Background: an optimization exercise with open tools, aiming at small area, a short achievable clock period and few clock cycles. Do not read the settings as production practice. No run shown here included a check of the RTL's function; only the layout flow was run. Power and IR drop assume default switching activity.

==> constraint.sdc <==
create_clock -name core_clock -period 10.0 [get_ports {clk}]
set_input_delay 2.0000 -clock core_clock [delete_from_list [all_inputs] [get_ports {clk}]]
set_output_delay 2.0000 -clock core_clock [all_outputs]
set_load 0.01 [all_outputs]
==> config.mk <==
export PLATFORM = sky130hd
export DESIGN_NAME = top
export DESIGN_NICKNAME = top
export VERILOG_FILES = /design/flow/design.v
export SDC_FILE = /design/flow/constraint.sdc
export NUM_CORES = 4
export LEC_CHECK = 0
export CAP_MARGIN = 20
export CORE_MARGIN = 2
export CORE_UTILIZATION = 40
export PLACE_DENSITY = 0.45
export SLEW_MARGIN = 20
==> design.v <==
`timescale 1ns / 1ps
module top(
input clk,
input reset,
input start,
input signed [1:0] wrdata,
input signed [15:0] b12_wrdata,
input signed [15:0] b23_wrdata,
input [4:0] wr_b12addr,
input [8:0] wraddr,
input [3:0] wr_b23addr,
input we_data,
input we_b12,
input b23_we,
output [12:0] w12_rdaddr,
input signed [15:0] w12_rddata,
output [7:0] w23_rdaddr,
input signed [15:0] w23_rddata,
output reg done,
output reg [9:0] onehot_enc
);
genvar gi;
integer j;
wire [511:0] imgv;
generate for (gi = 0; gi < 256; gi = gi + 1) begin : g_img
  reg [1:0] px;
  always @(posedge clk)
    if (we_data && wraddr[7:0] == gi) px <= wrdata;
  assign imgv[2*gi+1:2*gi] = px;
end endgenerate
wire [319:0] b12v;
generate for (gi = 0; gi < 20; gi = gi + 1) begin : g_b12
  reg [15:0] e;
  always @(posedge clk)
    if (we_b12 && wr_b12addr == gi) e <= b12_wrdata;
  assign b12v[16*gi+15:16*gi] = e;
end endgenerate
wire [159:0] b23v;
generate for (gi = 0; gi < 10; gi = gi + 1) begin : g_b23
  reg [15:0] e;
  always @(posedge clk)
    if (b23_we && wr_b23addr == gi) e <= b23_wrdata;
  assign b23v[16*gi+15:16*gi] = e;
end endgenerate
function [3:0] enc16(input [15:0] oh);
  integer q;
  begin
    enc16 = 4'd0;
    for (q = 0; q < 16; q = q + 1)
      if (oh[q]) enc16 = enc16 | q[3:0];
  end
endfunction
function [15:0] relu16(input [15:0] s);
  relu16 = s[15] ? {{3{1'b1}}, s[15:3]} : s;
endfunction
function [31:0] relu32(input [31:0] s);
  relu32 = s[31] ? {{3{1'b1}}, s[31:3]} : s;
endfunction
reg factive;       
reg [4:0] fh;      
reg ffirst;        
reg [3:0] grp;     
reg [31:0] rem;    
reg outstanding;   
wire [15:0] gnz;
generate for (gi = 0; gi < 16; gi = gi + 1) begin : g_gnz
  assign gnz[gi] = |imgv[32*gi+31:32*gi];
end endgenerate
wire [15:0] gfirst_oh = gnz & (~gnz + 16'd1);
wire [15:0] gm = gnz & (16'hFFFE << grp);
wire has_ng = |gm;
wire [15:0] gnext_oh = gm & (~gm + 16'd1);
wire [15:0] gsel_oh = (factive && has_ng) ? gnext_oh : gfirst_oh;
wire [3:0] gsel_idx = enc16(gsel_oh);
reg [31:0] gsel_data;
always @* begin
  gsel_data = 32'd0;
  for (j = 0; j < 16; j = j + 1)
    gsel_data = gsel_data | ({32{gsel_oh[j]}} & imgv[32*j +: 32]);
end
wire [15:0] nzr;
wire [15:0] low;
wire [31:0] low2;
generate for (gi = 0; gi < 16; gi = gi + 1) begin : g_nzr
  assign nzr[gi] = rem[2*gi] | rem[2*gi+1];
  assign low2[2*gi+1:2*gi] = {2{low[gi]}};
end endgenerate
assign low = nzr & (~nzr + 16'd1);
wire lig = ~|(nzr & ~low);              
wire [3:0] pidx = enc16(low);
reg [1:0] xv;
always @* begin
  xv = 2'b00;
  for (j = 0; j < 16; j = j + 1)
    xv = xv | ({2{low[j]}} & rem[2*j +: 2]);
end
wire tok_last = lig & ~has_ng;          
wire emit = factive & ~(tok_last & outstanding);
wire take;                              
always @(posedge clk) begin
  if (reset) begin
    factive <= 1'b0;
  end else if (start) begin
    factive <= 1'b1;
    fh <= 5'd0;
    ffirst <= 1'b1;
    grp <= gsel_idx;
    rem <= gsel_data;
  end else if (emit) begin
    if (lig) begin
      grp <= gsel_idx;
      rem <= gsel_data;
    end else
      rem <= rem & ~low2;
    ffirst <= tok_last;
    if (tok_last) begin
      fh <= fh + 5'd1;
      if (fh == 5'd19) factive <= 1'b0;
    end
  end
end
always @(posedge clk) begin
  if (reset || start) outstanding <= 1'b0;
  else if (emit && tok_last) outstanding <= 1'b1;
  else if (take) outstanding <= 1'b0;
end
reg [12:0] a12;
reg [1:0] x1, x2;
reg first1, last1, first2, last2, last3;
reg [4:0] h2;
reg [15:0] wq, acc, pending;
reg pend_v;
assign w12_rdaddr = a12;
always @(posedge clk) begin
  a12 <= {fh, grp, pidx};
  wq <= w12_rddata;
  h2 <= a12[12:8];
  x2 <= x1;
  if (reset) begin
    x1 <= 2'b00; first1 <= 1'b0; last1 <= 1'b0;
    first2 <= 1'b0; last2 <= 1'b0; last3 <= 1'b0;
  end else begin
    x1 <= emit ? xv : 2'b00;
    first1 <= emit & ffirst;
    last1 <= emit & tok_last;
    first2 <= first1;
    last2 <= last1;
    last3 <= last2;
  end
end
wire [15:0] b12sel = b12v[16*h2 +: 16];
wire [15:0] tsel = x2[0] ? wq : {wq[14:0], 1'b0};
wire [15:0] term = (x2 == 2'b00) ? 16'd0 : (x2[1] ? ~tsel : tsel);
always @(posedge clk)
  acc <= (first2 ? b12sel : acc) + term + {15'd0, x2[1]};
always @(posedge clk) begin
  if (last3) pending <= relu16(acc);
  if (reset || start) pend_v <= 1'b0;
  else if (last3) pend_v <= 1'b1;
  else if (take) pend_v <= 1'b0;
end
reg [3:0] na;         
reg busy;             
reg [1:0] kc;         
reg [4:0] fh2;        
reg [7:0] a23;
reg [15:0] cur;       
reg [4:0] chq;
reg vB, initB, finalB, initC, finalC, finalD;
reg [1:0] kB, kC;
reg [19:0] prodq;
reg [31:0] accr [0:9];
reg [31:0] best;
assign w23_rdaddr = a23;
wire wrap = (na == 4'd9);
wire [3:0] na_n = wrap ? 4'd0 : na + 4'd1;
wire cont = busy && (kc != 2'd3);
assign take = wrap && !cont && pend_v && !reset && !start;
wire [4:0] fh2_n = (reset || start) ? 5'd31 : (take ? fh2 + 5'd1 : fh2);
function [7:0] times20(input [3:0] n);
  times20 = {n, 4'b0} + {2'b0, n, 2'b0};
endfunction
always @(posedge clk) begin
  if (reset) na <= 4'd0;
  else na <= na_n;
  fh2 <= fh2_n;
  a23 <= times20(na_n) + {3'b0, fh2_n};
  if (reset || start) begin
    busy <= 1'b0;
  end else if (wrap) begin
    if (cont) kc <= kc + 2'd1;
    else if (pend_v) begin busy <= 1'b1; kc <= 2'd0; end
    else busy <= 1'b0;
  end
  if (busy && kc == 2'd0 && na == 4'd0) cur <= pending;
end
always @(posedge clk) begin
  case (kc)
    2'd0: chq <= {w23_rddata[3:0], 1'b0};
    2'd1: chq <= w23_rddata[7:3];
    2'd2: chq <= w23_rddata[11:7];
    default: chq <= w23_rddata[15:11];
  endcase
  kB <= kc;
  if (reset) begin
    vB <= 1'b0; initB <= 1'b0; finalB <= 1'b0;
  end else begin
    vB <= busy;
    initB <= busy && fh2 == 5'd0 && kc == 2'd0;
    finalB <= busy && fh2 == 5'd19 && kc == 2'd3;
  end
end
function [19:0] booth2(input [15:0] a, input [4:0] c);
  reg [17:0] ae, p0, p1;
  reg s10, s20, s11, s21;
  begin
    ae = {{2{a[15]}}, a};
    s10 = c[1] ^ c[0];
    s20 = (c[2] & ~c[1] & ~c[0]) | (~c[2] & c[1] & c[0]);
    s11 = c[3] ^ c[2];
    s21 = (c[4] & ~c[3] & ~c[2]) | (~c[4] & c[3] & c[2]);
    p0 = ({18{s10}} & ae) | ({18{s20}} & {ae[16:0], 1'b0});
    p1 = ({18{s11}} & ae) | ({18{s21}} & {ae[16:0], 1'b0});
    if (c[2]) p0 = ~p0;
    if (c[4]) p1 = ~p1;
    booth2 = {{2{p0[17]}}, p0} + {p1, 2'b00} + {19'd0, c[2]} + {17'd0, c[4], 2'b00};
  end
endfunction
always @(posedge clk) begin
  prodq <= vB ? booth2(cur, chq) : 20'd0;
  kC <= kB;
  if (reset) begin
    initC <= 1'b0; finalC <= 1'b0;
  end else begin
    initC <= initB;
    finalC <= finalB;
  end
end
wire [3:0] nC = (na >= 4'd2) ? na - 4'd2 : na + 4'd8;
wire [15:0] b23sel = b23v[16*nC +: 16];
wire [31:0] addA = initC ? {{6{b23sel[15]}}, b23sel, 10'd0} : accr[0];
wire [31:0] pext = {{12{prodq[19]}}, prodq};
wire [31:0] addB = pext << {kC, 2'b00};
always @(posedge clk) begin
  for (j = 0; j < 9; j = j + 1) accr[j] <= accr[j+1];
  accr[9] <= addA + addB;
end
wire [3:0] nD = (na >= 4'd3) ? na - 4'd3 : na + 4'd7;
wire [31:0] fo = relu32(accr[9]);
always @(posedge clk) begin
  if (reset) finalD <= 1'b0;
  else finalD <= finalC;
  if (reset || start) done <= 1'b0;
  else if (finalD) begin
    if (nD == 4'd0 || $signed(fo) > $signed(best)) begin
      best <= fo;
      onehot_enc <= 10'd1 << nD;
    end
    if (nD == 4'd9) done <= 1'b1;
  end
end
endmodule
==> run.sh <==
#!/bin/bash
# synth_recipe.tcl (not shown) runs the flow's synth.tcl, then flattens the netlist and writes it again
# the make line also repeats each setting of config.mk as NAME=value (left out here)
make -C /OpenROAD-flow-scripts/flow DESIGN_CONFIG=/design/flow/config.mk WORK_HOME=/design/flow/orfs CLKGATE_MAP_FILE= SYNTH_SCRIPT=/design/flow/synth_recipe.tcl finish
==> results.py, run 1 <==
metrics = {
    "status": {
        "outcome": "finished clean",
    },
    "clock_tree": {
        "cts_tree": "built",
        "cts-htree-levels": 4,
        "clockBufferDepth": 3,
        "clkSlewWorstSetupHoldPaths_ns": 0.06,
        "cts_root_buffer": "clkbuf_16",
        "ctsResizeCount": 0,
        "post-cts-setup-buffer-count": 0,
        "ctsHoldBuffers": 0,
        "cts_sinks": 1544,
        "cts_made_buffers": 168,
        "clk_latency_ns": 0.80,
    },
    "critical_path": {
        "cp_data_arrival_time_ns": 6.28,
        "cp_top_family": "simple AND/OR/NAND/NOR gates",
        "crit_slowest_cell": "or4_1",
        "crit_chain": "nor4_1, nand4_1, or4_1, nor4b_4, and2_1, nand3_2, o32ai_2, or2_1, a222oi_1, a31oi_1",
        "r2r-end": "rem[4]$_DFFE_PP_",
        "required_ns": 10.58,
        "cp.buffers_inverters": 0,
        "r2r-start": "g_img[64].px[0]$_DFFE_PP_",
        "critPathLaunchType": "flop",
        "r2r_cells": 10,
        "worstSetupPathType": "flop to flop",
        "critPathCaptureType": "flop",
        "r2r_slack_ns": 4.29,
        "worstPathMaxFanout": 17,
        "cpPeakStageDelay_ns": 0.82,
    },
    "run": {
        "maxCapViolCount": 0,
    },
    "synth": {
        "synthDistinctLibCells": 95,
        "synth_flop_cell": "edfxtp_1",
        "synth_enable_flop_cells": 1110,
        "ys_ff_latch": 1544,
        "async_flop_share_pct": 0,
        "synth.area.top_cells": "edfxtp_1 (54%), dfxtp_1 (14%), mux4_2 (4.8%)",
        "synth_area_per_cell_um2": 13.8,
        "synthCells": 4484,
        "yosysMostFrequentCell": "edfxtp_1",
        "synth_seq_area_share_pct": 67.7,
        "synth_top_area_share_pct": 53.7,
        "synth_fp_nets": 4714,
        "syn_area_um2": 62000,
        "yosys_warnings": 2,
        "synth_commonest_cells": "edfxtp_1 (1,110), nor2_1 (480), dfxtp_1 (434)",
        "synth_largest_area_cell": "edfxtp_1",
    },
    "min_path": {
        "hold_depth": 0,
        "min_to": "accr[4][21]$_DFF_P_",
        "hp-start": "accr[5][21]$_DFF_P_",
        "hp-class": "flop to flop",
    },
    "finish": {
        "fin_nets": 4862,
        "design_area_um2": 71300,
        "drive_gt1_share_pct": 12.8,
        "synthToLayoutAreaGrowth_pct": 14.9,
    },
    "route": {
        "dr.max_layer_used": "met5",
        "drtIter0Drc": 4033,
        "dr.pass1.iters": 8,
        "vias": 38700,
        "drc": 0,
        "final_antenna_net_count": 0,
        "wl_per_cell_um": 26.0,
        "wl_met3_mm": 11.1,
        "wl_met2_mm": 82.7,
        "wirelength_met1_mm": 79.3,
        "wl_mm": 177,
        "via_per_inst": 5.67,
    },
    "floorplan": {
        "core.rowCount": 144,
        "num_io_pins": 122,
        "initial_utilization_pct": 40.3,
        "coreArea_um2": 154000,
        "die_y_um": 398,
        "die_w_um": 398,
        "dieArea_um2": 158000,
    },
    "power_and_ir_drop": {
        "p_leak_nw": 23.9,
        "powerDensity_nw_per_um2": 199,
        "ir_worst_vdd_mv": 0.182,
    },
    "placed_design": {
        "dp_hpwl_mm": 121,
        "gp_congestion": 0.911,
        "port_buffers": 120,
        "placed_cell_area_um2": 65700,
    },
    "timing": {
        "hold_slack_ns": 0.321,
        "max_freq_ghz": 0.175,
        "fin_crit_ns": 5.71,
        "rsz0062_at_grt": "false",
        "hold_violations": 0,
        "setup_viol": 0,
        "timing.final.crit_share_pct": 57.1,
        "finalSetupTns_ns": 0,
        "max_slew.worst_pin.slew_ns": 1.21,
        "clock_skew_ns": 0.0258,
        "maxSlewViolCount": 0,
        "relSlewSlack_pct": 19.2,
    },
    "grt": {
        "track_usage_pct": 22.2,
        "grt_overflow_total": 0,
        "grt_max_degree": 202,
        "grt_pass1_vias": 37900,
        "grt_pass1_wl_mm": 259,
        "antenna_found_initial": 6,
    },
}
## sequential cells by signal, indices dropped and copies added, names as in the netlist, 8 cells and up
signal / flops
a12: 13
a23: 8
acc: 16
accr: 320
best: 32
cur: 16
g_b12.e: 320
g_b23.e: 160
g_img.px: 512
onehot_enc: 10
pending: 16
prodq: 20
rem: 32
wq: 16
## worst max path at each step
stage	end	depth (start not counted)	from	slack, ns
2_1_floorplan	accr[9][29]$_DFF_P_	24	na[0]$_SDFF_PP0_	4.41
3_3_place_gp	rem[11]$_DFFE_PP_	8	start	4.08
3_5_place_dp	rem[11]$_DFFE_PP_	8	start	4.08
4_1_cts	accr[9][30]$_DFF_P_	19	na[0]$_SDFF_PP0_	4.22
5_1_grt	accr[9][30]$_DFF_P_	19	na[0]$_SDFF_PP0_	3.96
6_report	rem[4]$_DFFE_PP_	10	g_img[64].px[0]$_DFFE_PP_	4.29
## cells by family (layout without fill, tap and decap cells)
family,Yosys count,in the layout,share of synthesized area (%)
adders and majority gates,170,170,3.37
AOI/OAI and AO/OA,819,819,9.22
muxes,212,212,6.15
buffers and inverters,331,614,2.13
DFF,1544,1544,67.7
xor gates and xnor gates,68,68,0.960
other,0,1,0
and+or+nand+nor,1340,1340,10.4
## metal layers
metal	up-vias	GRT usage [%]
li1	17700	-
met2	1237	35.3
met4	2	5.84
met1	19500	31.5
met3	251	3.89
met5	-	0
## per-stage QoR
stage          setup WS, ns  power [mW]  cells  utilization, %
2_1_floorplan          4.41        7.75   4484               -
3_3_place_gp           4.08        8.15   6502            42.6
3_5_place_dp           4.08        8.16   6504            42.7
4_1_cts                4.22        14.3   6809            46.3
5_1_grt                3.96        14.7   6811            46.3
6_report               4.29        14.2   6812            46.3
## layout make-up
class,instances,area (µm²)
timing repair buffer,211,1910
inverter,98,368
multi-input combinational,2609,18900
clock buffer,213,4610
tap,2044,2560
antenna,1,2.50
sequential,1544,42000
clock inverter,92,925
fill,13700,82800
## placed cells by master, fill, tap and decap left out, types with 87 or more instances in the layout
cell             Yosys  layout
nor4_1             145     145
o21ai_0            122     122
clkdlybuf4s50_1      0     118
nor2_1             480     467
mux4_2             131     131
ha_1               135     135
edfxtp_1          1110    1110
a21oi_1            210     210
nand2_1            279     279
clkbuf_16            0     177
inv_1               97      97
dfxtp_1            434     425
buf_4                4      87
## where the power goes
part / leakage [nW] / total (mW) / internal (mW) / switching (mW)
Sequential: 13.6 / 7.10 / 6.99 / 0.104
Clock: 2.71 / 6.17 / 3.54 / 2.63
Combinational: 7.55 / 0.908 / 0.366 / 0.542
Total: 23.9 / 14.2 / 10.9 / 3.28
==> run 2, diff against run 1 <==
--- a/design.v
+++ b/design.v
@@ -62,6 +62,8 @@
 reg [3:0] grp;     
 reg [31:0] rem;    
 reg outstanding;   
+reg start_q;       
+always @(posedge clk) start_q <= start & ~reset;
 wire [15:0] gnz;
 generate for (gi = 0; gi < 16; gi = gi + 1) begin : g_gnz
   assign gnz[gi] = |imgv[32*gi+31:32*gi];
@@ -100,7 +102,7 @@
 always @(posedge clk) begin
   if (reset) begin
     factive <= 1'b0;
-  end else if (start) begin
+  end else if (start_q) begin
     factive <= 1'b1;
     fh <= 5'd0;
     ffirst <= 1'b1;
@@ -120,21 +122,21 @@
   end
 end
 always @(posedge clk) begin
-  if (reset || start) outstanding <= 1'b0;
+  if (reset || start_q) outstanding <= 1'b0;
   else if (emit && tok_last) outstanding <= 1'b1;
   else if (take) outstanding <= 1'b0;
 end
 reg [12:0] a12;
 reg [1:0] x1, x2;
 reg first1, last1, first2, last2, last3;
-reg [4:0] h2;
+reg [15:0] b12q;
 reg [15:0] wq, acc, pending;
 reg pend_v;
 assign w12_rdaddr = a12;
 always @(posedge clk) begin
   a12 <= {fh, grp, pidx};
   wq <= w12_rddata;
-  h2 <= a12[12:8];
+  b12q <= b12v[16*a12[12:8] +: 16];
   x2 <= x1;
   if (reset) begin
     x1 <= 2'b00; first1 <= 1'b0; last1 <= 1'b0;
@@ -148,14 +150,13 @@
     last3 <= last2;
   end
 end
-wire [15:0] b12sel = b12v[16*h2 +: 16];
 wire [15:0] tsel = x2[0] ? wq : {wq[14:0], 1'b0};
 wire [15:0] term = (x2 == 2'b00) ? 16'd0 : (x2[1] ? ~tsel : tsel);
 always @(posedge clk)
-  acc <= (first2 ? b12sel : acc) + term + {15'd0, x2[1]};
+  acc <= (first2 ? b12q : acc) + term + {15'd0, x2[1]};
 always @(posedge clk) begin
   if (last3) pending <= relu16(acc);
-  if (reset || start) pend_v <= 1'b0;
+  if (reset || start_q) pend_v <= 1'b0;
   else if (last3) pend_v <= 1'b1;
   else if (take) pend_v <= 1'b0;
 end
@@ -175,17 +176,17 @@
 wire wrap = (na == 4'd9);
 wire [3:0] na_n = wrap ? 4'd0 : na + 4'd1;
 wire cont = busy && (kc != 2'd3);
-assign take = wrap && !cont && pend_v && !reset && !start;
-wire [4:0] fh2_n = (reset || start) ? 5'd31 : (take ? fh2 + 5'd1 : fh2);
+assign take = wrap && !cont && pend_v;
+wire [4:0] fh2_t = take ? fh2 + 5'd1 : fh2;
 function [7:0] times20(input [3:0] n);
   times20 = {n, 4'b0} + {2'b0, n, 2'b0};
 endfunction
 always @(posedge clk) begin
   if (reset) na <= 4'd0;
   else na <= na_n;
-  fh2 <= fh2_n;
-  a23 <= times20(na_n) + {3'b0, fh2_n};
-  if (reset || start) begin
+  fh2 <= (reset || start_q) ? 5'd31 : fh2_t;
+  a23 <= times20(na_n) + {3'b0, fh2_t};
+  if (reset || start_q) begin
     busy <= 1'b0;
   end else if (wrap) begin
     if (cont) kc <= kc + 2'd1;
@@ -236,9 +237,10 @@
     finalC <= finalB;
   end
 end
-wire [3:0] nC = (na >= 4'd2) ? na - 4'd2 : na + 4'd8;
-wire [15:0] b23sel = b23v[16*nC +: 16];
-wire [31:0] addA = initC ? {{6{b23sel[15]}}, b23sel, 10'd0} : accr[0];
+reg [15:0] b23q;
+wire [3:0] nB = (na >= 4'd1) ? na - 4'd1 : 4'd9;
+always @(posedge clk) b23q <= b23v[16*nB +: 16];
+wire [31:0] addA = initC ? {{6{b23q[15]}}, b23q, 10'd0} : accr[0];
 wire [31:0] pext = {{12{prodq[19]}}, prodq};
 wire [31:0] addB = pext << {kC, 2'b00};
 always @(posedge clk) begin
==> run 2 against run 1 <==
Against the previous run:
- wire length up 6.4%
- setup slack worse by 0.20 ns
- global-route usage up 0.80 points
- total power down 0.30%
- highest routed layer unchanged
==> results.py, run 2 <==
metrics = {
    "status": {
        "outcome": "finished clean",
    },
    "grt": {
        "grt_overflow_total": 0,
        "grt_pass1_wl_mm": 272,
        "antenna_found_initial": 9,
        "grt_max_degree": 108,
        "track_usage_pct": 23.0,
        "grt_pass1_vias": 39200,
    },
    "clock_tree": {
        "clockBufferDepth": 3,
        "clk_latency_ns": 0.79,
        "clkSlewWorstSetupHoldPaths_ns": 0.06,
        "cts_tree": "built",
        "ctsHoldBuffers": 0,
        "cts-htree-levels": 4,
        "post-cts-setup-buffer-count": 0,
        "ctsResizeCount": 0,
        "cts_root_buffer": "clkbuf_16",
        "cts_sinks": 1574,
        "cts_made_buffers": 169,
    },
    "critical_path": {
        "required_ns": 10.61,
        "critPathCaptureType": "flop",
        "r2r_slack_ns": 4.09,
        "critPathLaunchType": "flop",
        "r2r_cells": 12,
        "r2r-start": "g_img[80].px[1]$_DFFE_PP_",
        "worstPathMaxFanout": 18,
        "r2r-end": "rem[14]$_DFFE_PP_",
        "worstSetupPathType": "flop to flop",
        "cp_data_arrival_time_ns": 6.52,
    },
    "finish": {
        "top_regs": "g_img.px (512), accr (320), g_b12.e (320)",
        "top_register": "g_img.px",
        "mostFrequentLayoutCells": "edfxtp_1 (1,110), dfxtp_1 (456), nor2_1 (438), nand2_1 (273), a21oi_1 (195)",
        "fin_nets": 4938,
        "design_area_um2": 72000,
        "drive_gt1_share_pct": 12.6,
        "synthToLayoutAreaGrowth_pct": 14.4,
        "instances_no_fill": 6917,
        "largest_register_ffs": 512,
        "layout_commonest_cell": "edfxtp_1",
    },
    "timing": {
        "max_slew.worst_pin.slew_ns": 1.18,
        "timing.final.crit_share_pct": 59.1,
        "clock_skew_ns": 0.0515,
        "setup_viol": 0,
        "hold_violations": 0,
        "relSlewSlack_pct": 21.6,
        "max_freq_ghz": 0.169,
        "fin_crit_ns": 5.91,
        "rsz0062_at_grt": "false",
        "maxSlewViolCount": 0,
        "finalSetupTns_ns": 0,
    },
    "placed_design": {
        "placedCellCount": 6599,
        "port_buffers": 120,
        "gp_congestion": 0.918,
        "placed_cell_area_um2": 66700,
        "dp_hpwl_mm": 129,
    },
    "synth": {
        "yosys_warnings": 2,
        "synth_fp_nets": 4786,
        "synth.area.top_cells": "edfxtp_1 (53%), dfxtp_1 (15%), mux4_2 (4.1%)",
        "yosys.area_share.adder_pct": 3.18,
        "synth-xor-area-share_pct": 1.02,
        "synth_compound_area_share_pct": 9.24,
        "synth_enable_flop_cells": 1110,
        "synth-simple-area-share_pct": 10.1,
        "synthDistinctLibCells": 92,
        "synth_flop_cell": "edfxtp_1",
        "synth_top_area_share_pct": 53.0,
        "synth_largest_area_cell": "edfxtp_1",
        "synth_top_family_by_area": "simple AND/OR/NAND/NOR gates",
        "synth_commonest_cells": "edfxtp_1 (1,110), dfxtp_1 (464), nor2_1 (457)",
        "muxShareOfSynthArea_pct": 6.65,
        "synth_seq_area_share_pct": 67.7,
        "synth_area_per_cell_um2": 13.8,
        "synthCells": 4561,
        "async_flop_share_pct": 0,
        "ys_ff_latch": 1574,
        "syn_area_um2": 62900,
        "yosysMostFrequentCell": "edfxtp_1",
    },
    "run": {
        "maxCapViolCount": 0,
    },
    "power_and_ir_drop": {
        "powerDensity_nw_per_um2": 196,
        "ir_worst_vdd_mv": 0.169,
        "p_leak_nw": 24.2,
    },
    "min_path": {
        "hold_depth": 0,
        "min_to": "accr[7][16]$_DFF_P_",
        "hp-start": "accr[8][16]$_DFF_P_",
        "hp-class": "flop to flop",
    },
    "route": {
        "final_antenna_net_count": 0,
        "via_per_inst": 5.75,
        "wl_per_cell_um": 27.3,
        "dr.pass1.iters": 8,
        "vias": 39800,
        "drtIter0Drc": 4435,
        "drc": 0,
        "wl_mm": 189,
    },
    "floorplan": {
        "dieArea_um2": 161000,
        "die_w_um": 401,
        "initial_utilization_pct": 40.3,
        "core.rowCount": 145,
        "coreArea_um2": 156000,
        "num_io_pins": 122,
        "die_y_um": 401,
    },
}
[run 2: cell type report]
type	count	area, µm²
repair buffers	215	1920
well taps	2058	2570
diodes	4	10.0
flip-flops and latches	1574	42600
multi-input cells	2657	19300
clock buffers	225	4630
inverters	96	360
clock inverters	88	653
fillers	14000	84200
[run 2: cells by family after synthesis]
| kind of cell | after synthesis |
|---|---|
| buffers and inverters | 330 |
| AND/OR/NAND/NOR | 1312 |
| AO/OA/AOI/OAI | 845 |
| multiplexers | 264 |
| adder cells (fa/ha/maj) | 163 |
| XOR/XNOR | 73 |
| flip-flops | 1574 |
[run 2: worst max-delay path by stage]
stage                                from                 to  slack (ns)
4_1_cts        g_img[157].px[0]$_DFFE_PP_  rem[14]$_DFFE_PP_        4.31
5_1_grt         g_img[80].px[1]$_DFFE_PP_  rem[13]$_DFFE_PP_        4.05
3_5_place_dp    g_img[80].px[1]$_DFFE_PP_  rem[14]$_DFFE_PP_        4.37
6_report        g_img[80].px[1]$_DFFE_PP_  rem[14]$_DFFE_PP_        4.09
2_1_floorplan         accr[9][31]$_DFF_P_  best[0]$_DFFE_PP_        4.56
3_3_place_gp   g_img[157].px[0]$_DFFE_PP_  rem[14]$_DFFE_PP_        4.40
[run 2: where the power goes]
part	leakage [nW]	internal (mW)	switching [mW]
registers	13.8	7.16	0.0998
logic	7.84	0.369	0.547
clock network	2.57	3.37	2.59
total	24.2	10.9	3.24
[run 2: metal layers]
metal / part of all wire (%) / vias to the layer above / global-route usage (%)
met5: 0.014 / - / 0
li1: - / 17900 / -
met1: 44 / 20000 / 32.0
met4: 2.6 / 4 / 6.48
met3: 7.3 / 299 / 4.75
met2: 46 / 1520 / 36.6
[run 2: worst max-delay path: stages (launching register included)]
cell,delay [ns]
edfxtp_1,0.42
nor4_1,0.50
nand4_1,0.33
o21ai_0,0.96
o2111ai_1,0.41
nor4_4,0.51
and2_1,0.52
nor3_1,0.14
nor3_4,0.73
buf_4,0.43
a222oi_1,0.17
and3_1,0.36
a41oi_1,0.24
[run 2: metrics by stage]
stage	setup slack, ns	hold slack, ns	util [%]	total power, mW
6_report	4.09	0.320	46.1	14.1
5_1_grt	4.05	0.319	46.1	14.6
4_1_cts	4.31	0.315	46.1	14.3
3_5_place_dp	4.37	0.312	42.7	8.33
3_3_place_gp	4.40	0.310	42.7	8.32
2_1_floorplan	4.56	0.310	-	7.91
==> run 3, diff against run 2 <==
--- a/config.mk
+++ b/config.mk
@@ -5,8 +5,10 @@
 export SDC_FILE = /design/flow/constraint.sdc
 export NUM_CORES = 4
 export LEC_CHECK = 0
+export ABC_CLOCK_PERIOD_IN_PS = 3000
 export CAP_MARGIN = 20
 export CORE_MARGIN = 2
 export CORE_UTILIZATION = 40
 export PLACE_DENSITY = 0.45
+export SETUP_SLACK_MARGIN = 5
 export SLEW_MARGIN = 20
==> run 3 against run 2 <==
Against the previous run:
- still clean on timing, DRC and antenna
- setup slack improved by 0.84 ns
- synthesized cell count did not move
- via count shrank 0.10%
- non-clock buffer count rose by 10
- register-to-register slack gained 0.84 ns
- cell count is essentially flat
- design area is 0.67% higher
- critical path type unchanged
- largest cell class unchanged
- largest power group unchanged
- highest routed layer is now met4
==> results.py, run 3 <==
metrics = {
    "route": {
        "wl_mm": 187,
        "dr.pass1.iters": 8,
        "drc": 0,
        "final_antenna_net_count": 0,
        "wl_per_cell_um": 27.0,
        "drtIter0Drc": 4459,
        "vias": 39800,
        "via_per_inst": 5.74,
    },
    "placed_design": {
        "dp_hpwl_mm": 128,
        "placedCellCount": 6602,
        "port_buffers": 120,
        "dp_slack_ns": 4.23,
        "placed_cell_area_um2": 66700,
        "gp_congestion": 0.890,
    },
    "synth": {
        "synth.area.top_cells": "edfxtp_1 (53%), dfxtp_1 (15%), mux4_2 (4.1%)",
        "synthDistinctLibCells": 92,
        "synth_flop_cell": "edfxtp_1",
        "yosysMostFrequentCell": "edfxtp_1",
        "synth_enable_flop_cells": 1110,
        "synth_largest_area_cell": "edfxtp_1",
        "synth_top_area_share_pct": 53.0,
        "synth_area_per_cell_um2": 13.8,
        "syn_area_um2": 62900,
        "synthCells": 4561,
        "synth_commonest_cells": "edfxtp_1 (1,110), dfxtp_1 (464), nor2_1 (457)",
        "synth_seq_area_share_pct": 67.7,
        "synth_fp_nets": 4786,
        "async_flop_share_pct": 0,
        "yosys_warnings": 2,
        "ys_ff_latch": 1574,
    },
    "grt": {
        "grt_pass1_vias": 39200,
        "antenna_found_initial": 8,
        "grt_overflow_total": 0,
        "grt_max_degree": 128,
        "grt_pass1_wl_mm": 271,
        "track_usage_pct": 22.9,
    },
    "finish": {
        "synthToLayoutAreaGrowth_pct": 15.2,
        "top_register": "g_img.px",
        "drive_gt1_share_pct": 13.4,
        "fin_nets": 4950,
        "mostFrequentLayoutCells": "edfxtp_1 (1,110), dfxtp_1 (456), nor2_1 (442), nand2_1 (274), a21oi_1 (195)",
        "instances_no_fill": 6922,
        "top_regs": "g_img.px (512), accr (320), g_b12.e (320)",
        "largest_register_ffs": 512,
        "design_area_um2": 72500,
        "layout_commonest_cell": "edfxtp_1",
    },
    "timing": {
        "timing.final.crit_share_pct": 50.7,
        "fin_crit_ns": 5.07,
        "max_freq_ghz": 0.197,
        "max_slew.worst_pin.slew_ns": 1.08,
        "relSlewSlack_pct": 27.6,
        "maxSlewViolCount": 0,
        "hold_violations": 0,
        "clock_skew_ns": 0.0341,
        "finalSetupTns_ns": 0,
        "finalWorstSetupSlack_ns": 4.93,
        "setup_viol": 0,
        "rsz0062_at_grt": "true",
    },
    "power_and_ir_drop": {
        "powerDensity_nw_per_um2": 199,
        "ir_worst_vdd_mv": 0.176,
        "p_leak_nw": 24.5,
    },
    "clock_tree": {
        "ctsHoldBuffers": 0,
        "cts-htree-levels": 4,
        "clockBufferDepth": 3,
        "cts_sinks": 1574,
        "clk_latency_ns": 0.79,
        "cts_made_buffers": 171,
        "cts_root_buffer": "clkbuf_16",
        "cts_tree": "built",
        "clkSlewWorstSetupHoldPaths_ns": 0.06,
    },
    "floorplan": {
        "coreArea_um2": 156000,
        "initial_utilization_pct": 40.3,
        "dieArea_um2": 161000,
        "core.rowCount": 145,
        "die_w_um": 401,
        "num_io_pins": 122,
        "die_y_um": 401,
    },
    "critical_path": {
        "cp_data_arrival_time_ns": 5.56,
        "worstSetupPathType": "flop to flop",
        "critPathCaptureType": "flop",
        "worstPathMaxFanout": 34,
        "required_ns": 10.49,
        "cpPeakStageDelay_ns": 0.76,
        "crit_slowest_cell": "nor4_1",
        "critPathLaunchType": "flop",
        "crit_chain": "nor4_1, nand4_1, nor2_1, nand3_1, nor3_1, nand4_1, a221oi_4, buf_4, a22oi_1, and3_1, a41oi_1",
        "path_common_cell": "nand4_1",
    },
    "run": {
        "maxCapViolCount": 0,
    },
    "min_path": {
        "hp-class": "flop to flop",
    },
    "status": {
        "outcome": "finished clean",
    },
}
-- run 3: cell counts after synthesis --
No cell type changed its count.
-- run 3: kinds of logic after synthesis --
| group | synth area share, % |
|---|---|
| multiplexers | 6.65 |
| buffers and inverters | 2.09 |
| AO/OA/AOI/OAI | 9.24 |
| XOR/XNOR | 1.02 |
| AND/OR/NAND/NOR | 10.1 |
| flip-flops | 67.7 |
| adder cells (fa/ha/maj) | 3.18 |
-- run 3: timing repair --
action                                  4_1_cts  5_1_grt
pin swaps                                     2        3
gates resized for setup                      19        9
endpoints found under the setup margin       34       25
setup buffers                                 5        3
-- run 3: path summary, 6_finish.rpt --
kind,from,endpoint,slack [ns],cells after the start
max,g_img[3].px[0]$_DFFE_PP_,rem[0]$_DFFE_PP_,4.93,11
min,accr[7][4]$_DFF_P_,accr[6][4]$_DFF_P_,0.32,0
max reg2reg,g_img[3].px[0]$_DFFE_PP_,rem[0]$_DFFE_PP_,4.93,11
min reg2reg,accr[7][4]$_DFF_P_,accr[6][4]$_DFF_P_,0.32,0
-- run 3: layer usage --
metal,wire length [µm],GRT usage (%),vias to the layer above
met5,0,0,-
met4,5600,7.09,0
met3,13800,4.42,307
met2,85600,36.0,1493
met1,81900,32.2,20000
li1,-,-,18000
-- run 3: power breakdown --
group | leakage, nW | internal [mW] | switching (mW) | total [mW]
logic | 7.91 | 0.369 | 0.549 | 0.917
registers | 13.8 | 7.16 | 0.0985 | 7.25
clock network | 2.70 | 3.64 | 2.62 | 6.26
total | 24.5 | 11.2 | 3.26 | 14.4
-- run 3: area by class of cell --
class / count / area, µm²
clock buffers: 237 / 4860
inverters: 96 / 360
flip-flops and latches: 1574 / 42600
multi-input cells: 2657 / 19400
fillers: 14000 / 83700
well taps: 2058 / 2570
repair buffers: 225 / 2000
clock inverters: 72 / 717
diodes: 3 / 7.51
-- run 3: critical path, delay by kind of cell (launching register included) --
family | cells | cell delay [ns]
buf+inv | 1 | 0.51
compound gates | 3 | 0.93
flops | 1 | 0.47
simple gates | 7 | 2.83
-- run 3: metrics by stage --
| step | hold WS, ns | utilization (%) | power [mW] |
|---|---|---|---|
| after global placement | 0.310 | 42.7 | 8.33 |
| after floorplan | 0.310 | - | 7.91 |
| final | 0.315 | 46.4 | 14.4 |
| after detailed placement | 0.312 | 42.7 | 8.33 |
| after CTS | 0.312 | 46.4 | 14.6 |
| after global routing | 0.321 | 46.4 | 14.9 |
==> run 4, diff against run 3 <==
--- a/design.v
+++ b/design.v
@@ -50,6 +50,40 @@
       if (oh[q]) enc16 = enc16 | q[3:0];
   end
 endfunction
+function [15:0] lowest16(input [15:0] v);
+  reg [15:0] below;
+  integer q, d;
+  begin
+    below = {v[14:0], 1'b0};
+    for (d = 1; d < 16; d = d * 2)
+      for (q = 15; q >= 0; q = q - 1)
+        if (q >= d) below[q] = below[q] | below[q-d];
+    lowest16 = v & ~below;
+  end
+endfunction
+function [32:0] ksadd(input [31:0] a, input [31:0] b, input cin);
+  reg [31:0] g, p, gg, pp, ng, np;
+  integer q, d;
+  begin
+    p = a ^ b;
+    g = a & b;
+    g[0] = g[0] | (p[0] & cin);
+    gg = g;
+    pp = p;
+    for (d = 1; d < 32; d = d * 2) begin
+      ng = gg;
+      np = pp;
+      for (q = 0; q < 32; q = q + 1)
+        if (q >= d) begin
+          ng[q] = gg[q] | (pp[q] & gg[q-d]);
+          np[q] = pp[q] & pp[q-d];
+        end
+      gg = ng;
+      pp = np;
+    end
+    ksadd = {gg[31], p ^ {gg[30:0], cin}};
+  end
+endfunction
 function [15:0] relu16(input [15:0] s);
   relu16 = s[15] ? {{3{1'b1}}, s[15:3]} : s;
 endfunction
@@ -61,24 +95,29 @@
 reg ffirst;        
 reg [3:0] grp;     
 reg [31:0] rem;    
+reg cur_last;      
+reg [15:0] gnx;    
+reg [15:0] gpend;  
+reg [15:0] gnz_q;  
 reg outstanding;   
-reg start_q;       
-always @(posedge clk) start_q <= start & ~reset;
+reg start_q, start_qq;
+always @(posedge clk) begin
+  start_q <= start & ~reset;
+  start_qq <= start_q & ~reset;
+end
 wire [15:0] gnz;
 generate for (gi = 0; gi < 16; gi = gi + 1) begin : g_gnz
   assign gnz[gi] = |imgv[32*gi+31:32*gi];
 end endgenerate
-wire [15:0] gfirst_oh = gnz & (~gnz + 16'd1);
-wire [15:0] gm = gnz & (16'hFFFE << grp);
-wire has_ng = |gm;
-wire [15:0] gnext_oh = gm & (~gm + 16'd1);
-wire [15:0] gsel_oh = (factive && has_ng) ? gnext_oh : gfirst_oh;
-wire [3:0] gsel_idx = enc16(gsel_oh);
-reg [31:0] gsel_data;
+always @(posedge clk) gnz_q <= gnz;
+wire [15:0] gfirst = lowest16(gnz_q);
+wire [15:0] gplow = lowest16(gpend);
+wire has_ng = |gpend;
+reg [31:0] gnx_data;
 always @* begin
-  gsel_data = 32'd0;
+  gnx_data = 32'd0;
   for (j = 0; j < 16; j = j + 1)
-    gsel_data = gsel_data | ({32{gsel_oh[j]}} & imgv[32*j +: 32]);
+    gnx_data = gnx_data | ({32{gnx[j]}} & imgv[32*j +: 32]);
 end
 wire [15:0] nzr;
 wire [15:0] low;
@@ -87,7 +126,7 @@
   assign nzr[gi] = rem[2*gi] | rem[2*gi+1];
   assign low2[2*gi+1:2*gi] = {2{low[gi]}};
 end endgenerate
-assign low = nzr & (~nzr + 16'd1);
+assign low = lowest16(nzr);
 wire lig = ~|(nzr & ~low);              
 wire [3:0] pidx = enc16(low);
 reg [1:0] xv;
@@ -96,24 +135,35 @@
   for (j = 0; j < 16; j = j + 1)
     xv = xv | ({2{low[j]}} & rem[2*j +: 2]);
 end
-wire tok_last = lig & ~has_ng;          
+wire tok_last = lig & cur_last;         
 wire emit = factive & ~(tok_last & outstanding);
+wire load = start_qq | (emit & lig);    
 wire take;                              
+always @(posedge clk) begin
+  if (load) begin
+    grp <= enc16(gnx);
+    rem <= gnx_data;
+    cur_last <= ~has_ng;
+  end else if (emit)
+    rem <= rem & ~low2;
+  if (load ? has_ng : factive) begin
+    if (load) begin
+      gnx <= gplow;
+      gpend <= gpend & ~gplow;
+    end
+  end else begin
+    gnx <= gfirst;
+    gpend <= gnz_q & ~gfirst;
+  end
+end
 always @(posedge clk) begin
   if (reset) begin
     factive <= 1'b0;
-  end else if (start_q) begin
+  end else if (start_qq) begin
     factive <= 1'b1;
     fh <= 5'd0;
     ffirst <= 1'b1;
-    grp <= gsel_idx;
-    rem <= gsel_data;
   end else if (emit) begin
-    if (lig) begin
-      grp <= gsel_idx;
-      rem <= gsel_data;
-    end else
-      rem <= rem & ~low2;
     ffirst <= tok_last;
     if (tok_last) begin
       fh <= fh + 5'd1;
@@ -153,7 +203,7 @@
 wire [15:0] tsel = x2[0] ? wq : {wq[14:0], 1'b0};
 wire [15:0] term = (x2 == 2'b00) ? 16'd0 : (x2[1] ? ~tsel : tsel);
 always @(posedge clk)
-  acc <= (first2 ? b12q : acc) + term + {15'd0, x2[1]};
+  acc <= ksadd({16'd0, first2 ? b12q : acc}, {16'd0, term}, x2[1]);
 always @(posedge clk) begin
   if (last3) pending <= relu16(acc);
   if (reset || start_q) pend_v <= 1'b0;
@@ -214,6 +264,8 @@
 function [19:0] booth2(input [15:0] a, input [4:0] c);
   reg [17:0] ae, p0, p1;
   reg s10, s20, s11, s21;
+  reg [19:0] o0, o1, o2, sv, cv;
+  reg [32:0] sum;
   begin
     ae = {{2{a[15]}}, a};
     s10 = c[1] ^ c[0];
@@ -224,7 +276,13 @@
     p1 = ({18{s11}} & ae) | ({18{s21}} & {ae[16:0], 1'b0});
     if (c[2]) p0 = ~p0;
     if (c[4]) p1 = ~p1;
-    booth2 = {{2{p0[17]}}, p0} + {p1, 2'b00} + {19'd0, c[2]} + {17'd0, c[4], 2'b00};
+    o0 = {{2{p0[17]}}, p0};
+    o1 = {p1, 2'b00};
+    o2 = {17'd0, c[4], 1'b0, c[2]};
+    sv = o0 ^ o1 ^ o2;
+    cv = (o0 & o1) | (o0 & o2) | (o1 & o2);
+    sum = ksadd({12'd0, sv}, {12'd0, cv[18:0], 1'b0}, 1'b0);
+    booth2 = sum[19:0];
   end
 endfunction
 always @(posedge clk) begin
@@ -243,18 +301,21 @@
 wire [31:0] addA = initC ? {{6{b23q[15]}}, b23q, 10'd0} : accr[0];
 wire [31:0] pext = {{12{prodq[19]}}, prodq};
 wire [31:0] addB = pext << {kC, 2'b00};
+wire [32:0] sum_c = ksadd(addA, addB, 1'b0);
 always @(posedge clk) begin
   for (j = 0; j < 9; j = j + 1) accr[j] <= accr[j+1];
-  accr[9] <= addA + addB;
+  accr[9] <= sum_c[31:0];
 end
 wire [3:0] nD = (na >= 4'd3) ? na - 4'd3 : na + 4'd7;
 wire [31:0] fo = relu32(accr[9]);
+wire [32:0] cmp = ksadd({~best[31], best[30:0]}, ~{~fo[31], fo[30:0]}, 1'b1);
+wire gt = ~cmp[32];
 always @(posedge clk) begin
   if (reset) finalD <= 1'b0;
   else finalD <= finalC;
   if (reset || start) done <= 1'b0;
   else if (finalD) begin
-    if (nD == 4'd0 || $signed(fo) > $signed(best)) begin
+    if (nD == 4'd0 || gt) begin
       best <= fo;
       onehot_enc <= 10'd1 << nD;
     end
--- a/config.mk
+++ b/config.mk
@@ -5,7 +5,6 @@
 export SDC_FILE = /design/flow/constraint.sdc
 export NUM_CORES = 4
 export LEC_CHECK = 0
-export ABC_CLOCK_PERIOD_IN_PS = 3000
 export CAP_MARGIN = 20
 export CORE_MARGIN = 2
 export CORE_UTILIZATION = 40
==> run 4 against run 3 <==
Against the previous run:
- synthesized area increased by 1.1%
- via count shrank 0.41%
- critical endpoint is now gnx[2]$_DFFE_PP_
- synthesized cell count is 2.4% higher
- critical path type unchanged
- combinational power is 7.2% higher
- hold slack lost 0.0042 ns
==> results.py, run 4 <==
metrics = {
    "timing": {
        "relSlewSlack_pct": 29.2,
        "finalWorstSetupSlack_ns": 5.37,
        "hold_slack_ns": 0.311,
        "max_freq_ghz": 0.216,
        "rsz0062_at_grt": "true",
        "finalSetupTns_ns": 0,
        "timing.final.crit_share_pct": 46.3,
        "fin_crit_ns": 4.63,
        "max_slew.worst_pin.slew_ns": 1.05,
        "clock_skew_ns": 0.0300,
        "setup_viol": 0,
        "hold_violations": 0,
        "maxSlewViolCount": 0,
    },
    "floorplan": {
        "coreArea_um2": 158000,
        "num_io_pins": 122,
        "core.rowCount": 146,
        "initial_utilization_pct": 40.2,
        "die_y_um": 403,
        "dieArea_um2": 162000,
        "die_w_um": 403,
    },
    "critical_path": {
        "crit_chain": "nor4_1, nand3_1, nor3_2, a21oi_1, nor4b_1, a21boi_0, buf_4, a21oi_2, buf_4, nand2_1, buf_4",
        "worstPathMaxFanout": 34,
        "worstSetupPathType": "flop to flop",
        "critPathCaptureType": "flop",
        "critPathLaunchType": "flop",
        "r2r-end": "gnx[2]$_DFFE_PP_",
        "path_common_cell": "buf_4",
        "crit_slowest_cell": "nor4_1",
        "required_ns": 10.46,
        "crit_start": "rem[3]$_DFFE_PP_",
        "r2r_cells": 11,
        "r2r-start": "rem[3]$_DFFE_PP_",
        "cp_data_arrival_time_ns": 5.09,
        "cpPeakStageDelay_ns": 0.66,
        "r2r_slack_ns": 5.37,
    },
    "synth": {
        "synth_seq_area_share_pct": 69.0,
        "ys_ff_latch": 1623,
        "synthDistinctLibCells": 81,
        "async_flop_share_pct": 0,
        "syn_area_um2": 63600,
        "synth_commonest_cells": "edfxtp_1 (1,142), nor2_1 (486), dfxtp_1 (481)",
        "yosysMostFrequentCell": "edfxtp_1",
        "synth_largest_area_cell": "edfxtp_1",
        "synth.area.top_cells": "edfxtp_1 (54%), dfxtp_1 (15%), mux4_2 (3.1%)",
        "synthCells": 4669,
        "synth_enable_flop_cells": 1142,
        "synth_area_per_cell_um2": 13.6,
        "synth_fp_nets": 4893,
        "synth_flop_cell": "edfxtp_1",
        "synth_top_area_share_pct": 53.9,
        "yosys_warnings": 2,
    },
    "power_and_ir_drop": {
        "ir_worst_vdd_mv": 0.177,
        "p_leak_nw": 25.1,
        "powerDensity_nw_per_um2": 202,
    },
    "clock_tree": {
        "cts_sinks": 1623,
        "cts_made_buffers": 173,
        "cts-htree-levels": 4,
        "clockBufferDepth": 3,
        "clk_latency_ns": 0.81,
        "ctsHoldBuffers": 0,
        "post-cts-setup-buffer-count": 0,
        "ctsResizeCount": 0,
        "clkSlewWorstSetupHoldPaths_ns": 0.06,
        "cts_root_buffer": "clkbuf_16",
        "cts_tree": "built",
    },
    "route": {
        "via_per_inst": 5.63,
        "drc": 0,
        "final_antenna_net_count": 0,
        "drtIter0Drc": 3729,
        "wl_mm": 184,
        "dr.pass1.iters": 5,
        "vias": 39600,
        "wl_per_cell_um": 26.2,
    },
    "finish": {
        "layout_commonest_cell": "edfxtp_1",
        "fin_nets": 5037,
        "top_register": "g_img.px",
        "top_regs": "g_img.px (512), accr (320), g_b12.e (320)",
        "largest_register_ffs": 512,
        "design_area_um2": 73000,
        "drive_gt1_share_pct": 11.6,
        "fill_cells": 14200,
        "mostFrequentLayoutCells": "edfxtp_1 (1,142), dfxtp_1 (474), nor2_1 (468), nand2_1 (273), clkbuf_16 (181)",
        "synthToLayoutAreaGrowth_pct": 14.7,
    },
    "min_path": {
        "hp-start": "accr[1][21]$_DFF_P_",
        "min_to": "accr[0][21]$_DFF_P_",
        "hold_depth": 0,
        "hp-class": "flop to flop",
    },
    "placed_design": {
        "placed_cell_area_um2": 67400,
        "gp_congestion": 0.891,
        "dp_slack_ns": 4.93,
        "port_buffers": 120,
        "dp_hpwl_mm": 120,
    },
    "grt": {
        "grt_overflow_total": 0,
        "antenna_found_initial": 5,
        "grt_pass1_wl_mm": 266,
        "grt_pass1_vias": 38500,
        "track_usage_pct": 22.3,
        "grt_max_degree": 136,
    },
    "status": {
        "outcome": "finished clean",
    },
    "run": {
        "maxCapViolCount": 0,
    },
}
## run 4: cell count changes after synthesis, sizes merged, moves of 27 or more
cell,before,now
nand3,79,177
a22oi,85,158
a21oi,197,133
a222oi,67,4
mux2i,76,126
edfxtp,1110,1142
mux2,73,42
mux4,115,87
nor2,459,486
## run 4: metal layers
| layer | track usage [%] | vias to the layer above | routed length, µm |
|---|---|---|---|
| met5 | 0.416 | - | 104 |
| met4 | 8.29 | 4 | 7010 |
| met3 | 4.30 | 319 | 12600 |
| met2 | 34.8 | 1389 | 83800 |
| met1 | 30.9 | 19700 | 80900 |
| li1 | - | 18100 | - |
## run 4: area by class of cell
type | count | area [µm²] | share of cell area [%]
Sequential cell | 1623 | 43900 | 60.2
Multi-Input combinational cell | 2700 | 18600 | 25.5
Clock buffer | 229 | 4820 | 6.60
Tap cell | 2072 | 2590 | 3.55
Timing Repair Buffer | 217 | 1940 | 2.66
Clock inverter | 94 | 774 | 1.06
Inverter | 98 | 368 | 0.504
Antenna cell | 2 | 5.00 | 0.00685
## run 4: cells by family (layout without fill, tap and decap cells)
logic type / count (synthesis) / after routing / share of synthesized area (%)
AO/OA/AOI/OAI: 804 / 804 / 8.53
other: 0 / 2 / 0
XOR/XNOR: 71 / 71 / 0.977
multiplexers: 255 / 255 / 5.80
flip-flops: 1623 / 1623 / 69.0
buffers and inverters: 346 / 638 / 2.07
adder cells (fa/ha/maj): 149 / 149 / 2.93
AND/OR/NAND/NOR: 1421 / 1421 / 10.7
## run 4: stage by stage
stage / util [%] / total power [mW] / instances
4_1_cts: 46.1 / 14.9 / 7032
5_1_grt: 46.2 / 15.3 / 7033
3_5_place_dp: 42.6 / 8.63 / 6709
3_3_place_gp: 42.6 / 8.63 / 6707
6_report: 46.2 / 14.8 / 7035
2_1_floorplan: - / 8.19 / 4669
## run 4: report_power, final
group	internal [mW]	switching (mW)	leakage, nW
Sequential	7.39	0.106	14.3
Combinational	0.372	0.611	8.01
Clock	3.61	2.68	2.75
## run 4: how the worst max path moves through the flow
stage | endpoint | cells after the start
3_3_place_gp | best[1]$_DFFE_PP_ | 9
5_1_grt | prodq[18]$_SDFF_PN0_ | 15
4_1_cts | best[20]$_DFFE_PP_ | 13
6_report | gnx[2]$_DFFE_PP_ | 11
2_1_floorplan | best[0]$_DFFE_PP_ | 6
3_5_place_dp | best[1]$_DFFE_PP_ | 9
## run 4: worst max-delay path: cells and delay by family, from the launching register on
kind | cells | cell delay, ns
AOI/OAI and AO/OA | 3 | 0.50
buffers and inverters | 3 | 0.89
DFF | 1 | 0.46
and+or+nand+nor | 5 | 2.42
==> run 5, diff against run 4 <==
--- a/design.v
+++ b/design.v
@@ -35,13 +35,6 @@
     if (we_b12 && wr_b12addr == gi) e <= b12_wrdata;
   assign b12v[16*gi+15:16*gi] = e;
 end endgenerate
-wire [159:0] b23v;
-generate for (gi = 0; gi < 10; gi = gi + 1) begin : g_b23
-  reg [15:0] e;
-  always @(posedge clk)
-    if (b23_we && wr_b23addr == gi) e <= b23_wrdata;
-  assign b23v[16*gi+15:16*gi] = e;
-end endgenerate
 function [3:0] enc16(input [15:0] oh);
   integer q;
   begin
@@ -93,31 +86,17 @@
 reg factive;       
 reg [4:0] fh;      
 reg ffirst;        
-reg [3:0] grp;     
+reg [15:0] goh;    
 reg [31:0] rem;    
-reg cur_last;      
-reg [15:0] gnx;    
-reg [15:0] gpend;  
-reg [15:0] gnz_q;  
 reg outstanding;   
-reg start_q, start_qq;
-always @(posedge clk) begin
-  start_q <= start & ~reset;
-  start_qq <= start_q & ~reset;
-end
-wire [15:0] gnz;
-generate for (gi = 0; gi < 16; gi = gi + 1) begin : g_gnz
-  assign gnz[gi] = |imgv[32*gi+31:32*gi];
-end endgenerate
-always @(posedge clk) gnz_q <= gnz;
-wire [15:0] gfirst = lowest16(gnz_q);
-wire [15:0] gplow = lowest16(gpend);
-wire has_ng = |gpend;
+reg start_q;
+always @(posedge clk) start_q <= start & ~reset;
+wire [15:0] gnext = {goh[14:0], goh[15]};
 reg [31:0] gnx_data;
 always @* begin
   gnx_data = 32'd0;
   for (j = 0; j < 16; j = j + 1)
-    gnx_data = gnx_data | ({32{gnx[j]}} & imgv[32*j +: 32]);
+    gnx_data = gnx_data | ({32{gnext[j]}} & imgv[32*j +: 32]);
 end
 wire [15:0] nzr;
 wire [15:0] low;
@@ -129,37 +108,32 @@
 assign low = lowest16(nzr);
 wire lig = ~|(nzr & ~low);              
 wire [3:0] pidx = enc16(low);
+wire [3:0] grp = enc16(goh);
 reg [1:0] xv;
 always @* begin
   xv = 2'b00;
   for (j = 0; j < 16; j = j + 1)
     xv = xv | ({2{low[j]}} & rem[2*j +: 2]);
 end
-wire tok_last = lig & cur_last;         
+wire tok_last = lig & goh[15];          
 wire emit = factive & ~(tok_last & outstanding);
-wire load = start_qq | (emit & lig);    
 wire take;                              
 always @(posedge clk) begin
-  if (load) begin
-    grp <= enc16(gnx);
-    rem <= gnx_data;
-    cur_last <= ~has_ng;
-  end else if (emit)
-    rem <= rem & ~low2;
-  if (load ? has_ng : factive) begin
-    if (load) begin
-      gnx <= gplow;
-      gpend <= gpend & ~gplow;
-    end
-  end else begin
-    gnx <= gfirst;
-    gpend <= gnz_q & ~gfirst;
+  if (start) begin
+    goh <= 16'd1;
+    rem <= imgv[31:0];
+  end else if (emit) begin
+    if (lig) begin
+      goh <= gnext;
+      rem <= gnx_data;
+    end else
+      rem <= rem & ~low2;
   end
 end
 always @(posedge clk) begin
   if (reset) begin
     factive <= 1'b0;
-  end else if (start_qq) begin
+  end else if (start) begin
     factive <= 1'b1;
     fh <= 5'd0;
     ffirst <= 1'b1;
@@ -295,10 +269,17 @@
     finalC <= finalB;
   end
 end
-reg [15:0] b23q;
-wire [3:0] nB = (na >= 4'd1) ? na - 4'd1 : 4'd9;
-always @(posedge clk) b23q <= b23v[16*nB +: 16];
-wire [31:0] addA = initC ? {{6{b23q[15]}}, b23q, 10'd0} : accr[0];
+reg [15:0] b23r [0:9];
+reg [3:0] wofs;       
+always @(posedge clk)
+  if (reset) wofs <= 4'd1;
+  else wofs <= (wofs == 4'd0) ? 4'd9 : wofs - 4'd1;
+wire [4:0] wsum = {1'b0, wr_b23addr} + {1'b0, wofs};
+wire [3:0] wslot = (wsum >= 5'd10) ? wsum[3:0] - 4'd10 : wsum[3:0];
+always @(posedge clk)
+  for (j = 0; j < 10; j = j + 1)
+    b23r[j] <= (b23_we && wslot == j) ? b23_wrdata : b23r[(j + 1) % 10];
+wire [31:0] addA = initC ? {{6{b23r[0][15]}}, b23r[0], 10'd0} : accr[0];
 wire [31:0] pext = {{12{prodq[19]}}, prodq};
 wire [31:0] addB = pext << {kC, 2'b00};
 wire [32:0] sum_c = ksadd(addA, addB, 1'b0);
==> run 5 against run 4 <==
Against the previous run:
- design area decreased by 5.9%
- core utilization is 0.22 points higher
- non-clock buffer count decreased by 35
- largest cell class unchanged
- still clean
- critical endpoint is now b23r[5][7]$_DFF_P_
- setup slack worse by 0.25 ns
- sequential power rose by 1%
- register-to-register slack lost 0.07 ns
- combinational power increased by 22%
- fmax decreased by 5.1%
- via count down 12%
- synthesized cell count shrank 8.6%
==> results.py, run 5 <==
metrics = {
    "route": {
        "vias": 34900,
        "drc": 0,
        "final_antenna_net_count": 0,
        "wl_mm": 152,
        "wl_per_cell_um": 23.6,
        "drtIter0Drc": 2668,
        "via_per_inst": 5.42,
        "dr.pass1.iters": 6,
    },
    "power_and_ir_drop": {
        "ir_worst_vdd_mv": 0.162,
        "power_mw": 15.0,
        "powerDensity_nw_per_um2": 218,
        "p_leak_nw": 24.5,
    },
    "critical_path": {
        "critPathCaptureType": "flop",
        "cp_data_arrival_time_ns": 5.53,
        "required_ns": 10.65,
        "worstPathMaxFanout": 16,
        "worstSetupPathType": "input port to flop",
        "critPathLaunchType": "input port",
    },
    "grt": {
        "grt_overflow_total": 0,
        "grt_pass1_wl_mm": 227,
        "track_usage_pct": 19.9,
        "antenna_found_initial": 2,
        "met3_usage_pct": 3.20,
        "grt_max_degree": 116,
        "use_met2_pct": 32.1,
        "top_usage_layer": "met2",
        "grtUsageMet1_pct": 27.8,
        "grt_pass1_vias": 34900,
    },
    "placed_design": {
        "gp_congestion": 0.790,
        "dp_hpwl_mm": 90.8,
        "dp_slack_ns": 4.13,
        "port_buffers": 120,
    },
    "synth": {
        "synth_seq_area_share_pct": 68.5,
        "synth_enable_flop_cells": 946,
        "async_flop_share_pct": 0,
        "synth_flop_cell": "edfxtp_1",
        "synth_largest_area_cell": "edfxtp_1",
        "syn_area_um2": 59800,
        "synth_fp_nets": 4499,
        "synth_top_area_share_pct": 47.5,
        "synthCells": 4268,
        "yosys_warnings": 3,
        "synth_area_per_cell_um2": 14.0,
        "yosysMostFrequentCell": "edfxtp_1",
        "synthDistinctLibCells": 78,
        "synth.area.top_cells": "edfxtp_1 (47%), dfxtp_1 (21%), mux2_2 (3.8%)",
        "ys_ff_latch": 1574,
        "synth_commonest_cells": "edfxtp_1 (946), dfxtp_1 (628), nor2_1 (453)",
    },
    "timing": {
        "maxSlewViolCount": 0,
        "setup_viol": 0,
        "fin_crit_ns": 4.88,
        "rsz0062_at_grt": "true",
        "relSlewSlack_pct": 29.9,
        "timing.final.crit_share_pct": 48.8,
        "finalWorstSetupSlack_ns": 5.12,
        "hold_violations": 0,
        "max_freq_ghz": 0.205,
        "finalSetupTns_ns": 0,
        "clock_skew_ns": 0.0416,
        "max_slew.worst_pin.slew_ns": 1.05,
    },
    "floorplan": {
        "dieArea_um2": 153000,
        "die_y_um": 391,
        "die_w_um": 391,
        "num_io_pins": 122,
        "initial_utilization_pct": 40.4,
        "coreArea_um2": 148000,
        "core.rowCount": 141,
    },
    "status": {
        "outcome": "finished clean",
    },
    "clock_tree": {
        "clockBufferDepth": 3,
        "clkSlewWorstSetupHoldPaths_ns": 0.06,
        "cts_made_buffers": 168,
        "cts_root_buffer": "clkbuf_16",
        "cts_tree": "built",
        "ctsResizeCount": 2,
        "clk_latency_ns": 0.77,
        "cts_sinks": 1574,
        "ctsHoldBuffers": 0,
        "post-cts-setup-buffer-count": 0,
        "cts-htree-levels": 4,
    },
    "run": {
        "maxCapViolCount": 0,
    },
    "finish": {
        "largest_register_ffs": 512,
        "top_regs": "g_img.px (512), accr (320), g_b12.e (320)",
        "multi_input_area_um2": 17600,
        "fin_nets": 4595,
        "seqCellArea_um2": 41000,
        "layout_commonest_cell": "edfxtp_1",
        "synthToLayoutAreaGrowth_pct": 14.9,
        "top_register": "g_img.px",
        "drive_gt1_share_pct": 15.3,
        "fill_cells": 13300,
        "mostFrequentLayoutCells": "edfxtp_1 (946), dfxtp_1 (605), nor2_1 (445), mux2_2 (202), clkbuf_16 (175)",
    },
    "min_path": {
        "hp-class": "flop to flop",
    },
}
run 5: cell count changes after synthesis, sizes merged, moves of 105 or more:
cell / previous run / this run
a22oi: 158 / 34
dfxtp: 481 / 628
edfxtp: 1142 / 946
mux2: 42 / 202
nand2: 275 / 170
nand3: 177 / 55
nor4: 142 / 11
run 5: through the flow:
| step | cell area [µm²] | utilization, % | hold slack, ns | std cells |
|---|---|---|---|---|
| global placement | 63100 | 42.6 | 0.310 | 6123 |
| CTS | 68700 | 46.4 | 0.289 | 6431 |
| finish | 68700 | 46.4 | 0.289 | 6432 |
| floorplan | 59900 | - | 0.310 | 4268 |
| detailed placement | 63100 | 42.6 | 0.312 | 6124 |
| global route | 68700 | 46.4 | 0.292 | 6432 |
run 5: critical path: stages:
cell             delay, ns
clkdlybuf4s50_1       0.46
ha_1                  0.17
inv_1                 0.05
fa_1                  0.40
xnor2_1               0.31
inv_1                 0.10
ha_1                  0.25
o21ai_0               0.09
a21oi_1               0.09
o22ai_1               0.25
and3_1                0.27
nand2_1               0.58
mux2_2                0.51
run 5: cell families (layout without fill, tap and decap cells):
group	Yosys count	count (layout)	synth area share [%]
xor gates and xnor gates	71	71	1.04
muxes	384	384	8.66
AOI/OAI and AO/OA	765	765	9.02
DFF	1574	1574	68.5
adders and majority gates	157	157	3.29
buffers and inverters	376	609	2.38
and+or+nand+nor	941	941	7.14
other	0	1	0
run 5: area by class of cell:
| cell class | instances | area share [%] |
|---|---|---|
| diodes | 1 | 0.00364 |
| clock buffers | 234 | 6.95 |
| multi-input cells | 2318 | 25.6 |
| flip-flops and latches | 1574 | 59.7 |
| clock inverters | 73 | 1.16 |
| well taps | 1930 | 3.51 |
| repair buffers | 182 | 2.43 |
| inverters | 120 | 0.655 |
run 5: worst paths after layout:
path                  startpoint                  end  slack, ns  depth (start not counted)
max reg2reg     rem[2]$_DFFE_PP_    rem[25]$_DFFE_PP_       5.30                         10
min reg2reg  accr[8][17]$_DFF_P_  accr[7][17]$_DFF_P_       0.29                          0
max                wr_b23addr[0]   b23r[5][7]$_DFF_P_       5.12                         13
min          accr[8][17]$_DFF_P_  accr[7][17]$_DFF_P_       0.29                          0
run 5: per-layer routing:
metal | share of wire [%] | wire (µm)
met5 | 0.012 | 18
met2 | 47 | 71900
met1 | 46 | 69500
met3 | 4.5 | 6810
met4 | 2.4 | 3650
run 5: power by group:
part	leakage (nW)	switching (mW)	internal [mW]
clock	2.73	2.56	3.66
sequential	13.8	0.203	7.38
combinational	7.99	0.571	0.631
total	24.5	3.33	11.7

## static timing again, ports no longer ideal
How much do the figures lean on ideal ports? The routed layouts below were timed once more, with nothing changed but the port constraints. Step 1, drivers: a clkbuf_16 drives clk and a buf_2 each remaining input, both assumed. Step 2 moves the port delays by t, midway between the first and last clock arrival at a register: inputs arrive t later, outputs are due t later. That takes back most of the time a late clock gives input paths. Three values: ideal, step 1, step 2; two values: the first two.
| run | shift t [ns] | setup slack, ns | worst setup path after step 2 | worst register clock-pin slew, ns | cell pins on the clock port's net |
|---|---|---|---|---|---|
| run 1 | 0.875 | 4.292 / 4.292 / 4.084 | input to register | 0.07 / 0.07 | 1 |
| run 2 | 0.855 | 4.089 / 4.089 / 4.089 | register to register | 0.06 / 0.06 | 1 |
| run 3 | 0.845 | 4.931 / 4.931 / 4.931 | register to register | 0.07 / 0.07 | 1 |
| run 4 | 0.874 | 5.371 / 5.371 / 4.925 | input to register | 0.07 / 0.07 | 1 |
| run 5 | 0.842 | 5.122 / 5.179 / 4.337 | input to register | 0.06 / 0.06 | 1 |
After both steps setup and hold are still met in every run listed. For run 5, which loses most, drivers alone change the setup slack by +0.057 ns; drivers and shift together by -0.785 ns.
